Context: an optimization exercise on an open-source flow, tuned for small area, a short achievable clock period and few clock cycles per item. The choices shown serve that exercise and are no tape-out recipe.
Only simulation tests tie the RTL to the original design; equivalence was not proved.

## sierra
## fp_top
module fp_top
#(
    parameter fp_pkg::fp_format_e  FP_FORMAT   = fp_pkg::FP32,
    parameter fp_pkg::int_format_e INT_FORMAT  = fp_pkg::INT32,
    parameter logic        RISCV_MODE  = 1'b0
)
(
    input clk_i,
    input rst_i,
    input start_i,
    output logic ready_o,
    input [63:0] a_i,
    input [63:0] b_i,
    input [63:0] c_i,
    input fp_pkg::roundmode_e rnd_i,
    input fp_pkg::float_op_e op_i,
    input [1:0] op_modify_i,
    output logic [63:0] result_o,
    output logic valid_o,
    output fp_pkg::status_t flags_o
);
localparam int unsigned FP_WIDTH   = fp_pkg::fp_width(FP_FORMAT);
localparam int unsigned EXP_WIDTH  = fp_pkg::exp_bits(FP_FORMAT);
localparam int unsigned MANT_WIDTH = fp_pkg::man_bits(FP_FORMAT);
localparam int unsigned INT_WIDTH  = fp_pkg::int_width(INT_FORMAT);
function logic sign(input logic [FP_WIDTH-1:0] val);
    sign = val[FP_WIDTH-1];
endfunction
function logic [EXP_WIDTH-1:0] exp(input logic [FP_WIDTH-1:0] val);
    exp = val[FP_WIDTH-2-:EXP_WIDTH];
endfunction
function logic [MANT_WIDTH-1:0] mant(input logic [FP_WIDTH-1:0] val);
    mant = val[FP_WIDTH-2-EXP_WIDTH:0];
endfunction
function logic is_minus(input logic [FP_WIDTH-1:0] val);
    is_minus = sign(val);
endfunction
function logic is_normal(input logic [FP_WIDTH-1:0] val);
    is_normal = (exp(val) >= 1) && (exp(val) <= (2**EXP_WIDTH-2));
endfunction
function logic is_subnormal(input logic [FP_WIDTH-1:0] val);
    is_subnormal = (exp(val) == 0) && (mant(val) != 0);
endfunction
function logic is_zero(input logic [FP_WIDTH-1:0] val);
    is_zero = val[FP_WIDTH-2:0] == 0;
endfunction
  ...
For scale: ~15000 cells after synthesis, roughly 600 flip-flops, roughly 280 I/O pins, roughly 110000 um2 of cells after synthesis.
make LEC_CHECK=0 CAP_MARGIN=20 CORE_MARGIN=2 CORE_UTILIZATION=40 SETUP_SLACK_MARGIN=5 SLEW_MARGIN=20 SYNTH_HIERARCHICAL=1 SYNTH_MINIMUM_KEEP_SIZE=200 finish   # period 20.0 ns
run.sh (not shown) runs the stock make flow with config.mk's settings and CLKGATE_MAP_FILE= SYNTH_SCRIPT=/design/flow/synth_recipe.tcl, a recipe that flattens the netlist after the stock synthesis.
sierra finished all stages; the layout is clean.
Testbench counts of sierra, summed over its fixed seeds: cycles 35,466, ops 24,000.
Setup changes, sierra to indigo
# sierra
export LEC_CHECK = 0
export CAP_MARGIN = 20
export CORE_MARGIN = 2
export CORE_UTILIZATION = 40
export SETUP_SLACK_MARGIN = 5
export SLEW_MARGIN = 20
export SYNTH_HIERARCHICAL = 1
export SYNTH_MINIMUM_KEEP_SIZE = 200
create_clock -name core_clock -period 20.0 [get_ports {clk_i}]
# indigo
export LEC_CHECK = 0
export CAP_MARGIN = 20
export CORE_MARGIN = 2
export CORE_UTILIZATION = 40
export SETUP_SLACK_MARGIN = 5
export SLEW_MARGIN = 20
create_clock -name core_clock -period 20.0 [get_ports {clk_i}]
==> flow/flow/run.sh (new file) <==
#!/bin/bash
set -euo pipefail
bash standard.sh SETUP_SLACK_MARGIN=6.5 finish > flow_make.log 2>&1
==> flow/standard.sh (new file) <==
#!/bin/bash
# synth_recipe.tcl (not shown) runs the flow's synth.tcl, then flattens the netlist and writes it again
# the make line also repeats each setting of config.mk as NAME=value (left out here)
make -C /OpenROAD-flow-scripts/flow DESIGN_CONFIG=/design/flow/config.mk WORK_HOME=/design/flow/orfs CLKGATE_MAP_FILE= SYNTH_SCRIPT=/design/flow/synth_recipe.tcl "${@:-finish}"
removed: flow/run.sh
--- outcome ---
indigo vs sierra: minimum period implied by the final worst setup slack down in indigo
Proportion of synthesized area in mux cells (lower): indigo
Taking sierra as the reference, in indigo met3 track demand over resource picked up an extra 3.1 points, number of logic stages on the critical path including buffering has increased, clock tree buffer count of the final layout now larger, multi-input gate area in the final layout went up.
Measured against sierra, the via count of indigo comes out at 1.07 times the reference value.

========
## v6
Another version of the RTL of fp_top (not shown whole).
Size in the first run: roughly 15000 cells after synthesis, ~630 flip-flops.
Design fp_top, start of the top module:
module fp_top
#(
    parameter fp_pkg::fp_format_e  FP_FORMAT   = fp_pkg::FP32,
    parameter fp_pkg::int_format_e INT_FORMAT  = fp_pkg::INT32,
    parameter logic        RISCV_MODE  = 1'b0
)
(
    input clk_i,
    input rst_i,
    input start_i,
    output logic ready_o,
    input [63:0] a_i,
    input [63:0] b_i,
    input [63:0] c_i,
    input fp_pkg::roundmode_e rnd_i,
    input fp_pkg::float_op_e op_i,
    input [1:0] op_modify_i,
    output logic [63:0] result_o,
    output logic valid_o,
    output fp_pkg::status_t flags_o
);
clock: 20.0 ns
lec_check: 0
cap_margin: 20
core_margin: 2
core_utilization: 45
setup_slack_margin: 5
slew_margin: 20
Stock flow here: none of the scripts above is used.
Testbench counts of v6, summed over its fixed seeds: cycles 35,466, ops 24,000.
Edits applied to the flow inputs when going from v6 to v7:
diff --git a/flow/config.mk b/flow/config.mk
--- a/flow/config.mk
+++ b/flow/config.mk
@@ -8,5 +8,7 @@
 export CAP_MARGIN = 20
 export CORE_MARGIN = 2
-export CORE_UTILIZATION = 45
+export CORE_UTILIZATION = 40
 export SETUP_SLACK_MARGIN = 5
 export SLEW_MARGIN = 20
+export SYNTH_HIERARCHICAL = 1
+export SYNTH_MINIMUM_KEEP_SIZE = 200
Notes after the runs:
No stage failed in v7, and the final checks on the layout all came back clean.
v7 ends up with higher number of antenna diodes than v6 does.
Summary: clock period minus final worst setup slack, v7 worse than v6
Post-synthesis share of cell area spent on and, or, nand and nor gates came out higher on v7 than on v6.
v7 has met3 wire length below what v6 had.
Looking at type of the setup path with the least slack, the in2reg result is from v6; the reg2out one comes from v7.

========
## v35
RTL: one of the versions met above, not the one the previous note started from.
For scale: ~18000 cells after synthesis, ~110000 um^2 of cells after synthesis.
export LEC_CHECK = 0
export ABC_AREA = 1
export CAP_MARGIN = 20
export CORE_MARGIN = 2
export CORE_UTILIZATION = 40
export SETUP_SLACK_MARGIN = 5
export SLEW_MARGIN = 20
create_clock -name core_clock -period 20.0 [get_ports {clk_i}]
standard.sh (not shown) runs the stock make flow with config.mk's settings and CLKGATE_MAP_FILE= SYNTH_SCRIPT=/design/flow/synth_recipe.tcl, a recipe that flattens the netlist after the stock synthesis.
==> flow/flow/run.sh <==
#!/bin/bash
set -euo pipefail
bash standard.sh SETUP_SLACK_MARGIN=7 finish > flow_make.log 2>&1
The final layout from v35, which completed every stage, passed the timing, design-rule and antenna checks at the end of the flow.
Testbench counts of v35, summed over its fixed seeds: cycles 35,466, ops 24,000.
### v35 -> v13
==> flow/flow/run.sh <==
#!/bin/bash
set -euo pipefail
bash standard.sh SETUP_SLACK_MARGIN=8 finish > flow_make.log 2>&1
## What came out
- Between v35 and v13, the difference in deepest level of the CTS H-tree is negligible.
- v13 ends up with lower largest net degree at the start of global routing than v35 does.
- v13 reports a lower area fraction of clock buffers and clock inverters than v35 does.
- Relative to v35, the final cell area reported for v13 is higher.
- Higher portion of the clock cycle consumed by the worst path in the final layout was reported by v13, not v35.
- Compared with v35, v13 shows a higher final critical-path required period.

========
fp_top again, from the RTL that the note above started with.
==> flow/config.mk <==
export PLATFORM = sky130hd
export DESIGN_NAME = fp_top
export DESIGN_NICKNAME = fp_top
export VERILOG_FILES = /design/flow/design.v
export SDC_FILE = /design/flow/constraint.sdc
export NUM_CORES = 8
export LEC_CHECK = 0
export ABC_AREA = 1
export CAP_MARGIN = 20
export CORE_MARGIN = 2
export CORE_UTILIZATION = 40
export SETUP_SLACK_MARGIN = 5
export SLEW_MARGIN = 20
==> flow/constraint.sdc <==
create_clock -name core_clock -period 20.0 [get_ports {clk_i}]
set_input_delay 4.0000 -clock core_clock [delete_from_list [all_inputs] [get_ports {clk_i}]]
set_output_delay 4.0000 -clock core_clock [all_outputs]
set_load 0.01 [all_outputs]
==> flow/flow/run.sh <==
#!/bin/bash
set -euo pipefail
bash standard.sh SETUP_SLACK_MARGIN=6.5 finish > flow_make.log 2>&1
Testbench counts at the start, summed over its fixed seeds: cycles 35,466, ops 24,000.
Next try:
==> flow/run.sh (new file) <==
#!/bin/bash
# synth_recipe.tcl (not shown) runs the flow's synth.tcl, then flattens the netlist and writes it again
# the make line also repeats each setting of config.mk as NAME=value (left out here)
make -C /OpenROAD-flow-scripts/flow DESIGN_CONFIG=/design/flow/config.mk WORK_HOME=/design/flow/orfs CLKGATE_MAP_FILE= SYNTH_SCRIPT=/design/flow/synth_recipe.tcl finish
ABC_AREA = not set   (was 1)
removed: flow/flow/run.sh
removed: flow/standard.sh
=>
- clock-buffer cell count went down by 3
- cell area went up by 1.4%
- sequential share of layout area went down by 0.18 points
- wire length went up by 4.0%
- die area went up by about 1.2%
- utilization went up by 0.12 points

==> static timing again, ports no longer ideal <==
Ports are ideal in the flow. The routed layouts listed here were re-timed in OpenROAD.
Step 1 sets driving cells, clkbuf_16 on the clock port and buf_2 on the other inputs (assumed; they add their load-dependent delay and slew).
Step 2 also shifts input and output timing later by t, the mid clock arrival at the registers, as if the neighbouring blocks saw the same clock.
Slacks: no drivers / after step 1 / after step 2; pairs: no drivers / after step 1.
run | t, ns | setup slack, ns | worst setup path at the end | clock arrival spread, ns | pins driven straight from the clock port
sierra | 0.828 | 5.045 / 4.954 / 4.667 | input to register | 0.052 / 0.051 | 1
indigo | 0.906 | 5.470 / 5.387 / 5.634 | input to register | 0.123 / 0.124 | 1
v6 | 0.863 | 5.228 / 5.123 / 4.445 | input to register | 0.082 / 0.081 | 1
v7 | 0.844 | 5.122 / 5.009 / 4.496 | input to register | 0.068 / 0.068 | 1
v35 | 0.900 | 6.953 / 6.855 / 6.351 | input to register | 0.097 / 0.097 | 1
v13 | 0.899 | 6.799 / 6.699 / 7.150 | input to register | 0.086 / 0.086 | 1
the first run of note 4 | 0.906 | 6.636 / 6.531 / 5.989 | input to register | 0.084 / 0.084 | 1
the second run of note 4 | 0.856 | 5.180 / 5.123 / 4.501 | input to register | 0.079 / 0.080 | 1
After both steps every run listed still meets setup and hold. For v6, which loses most, drivers alone change the setup slack by -0.105 ns; drivers and shift together by -0.783 ns.
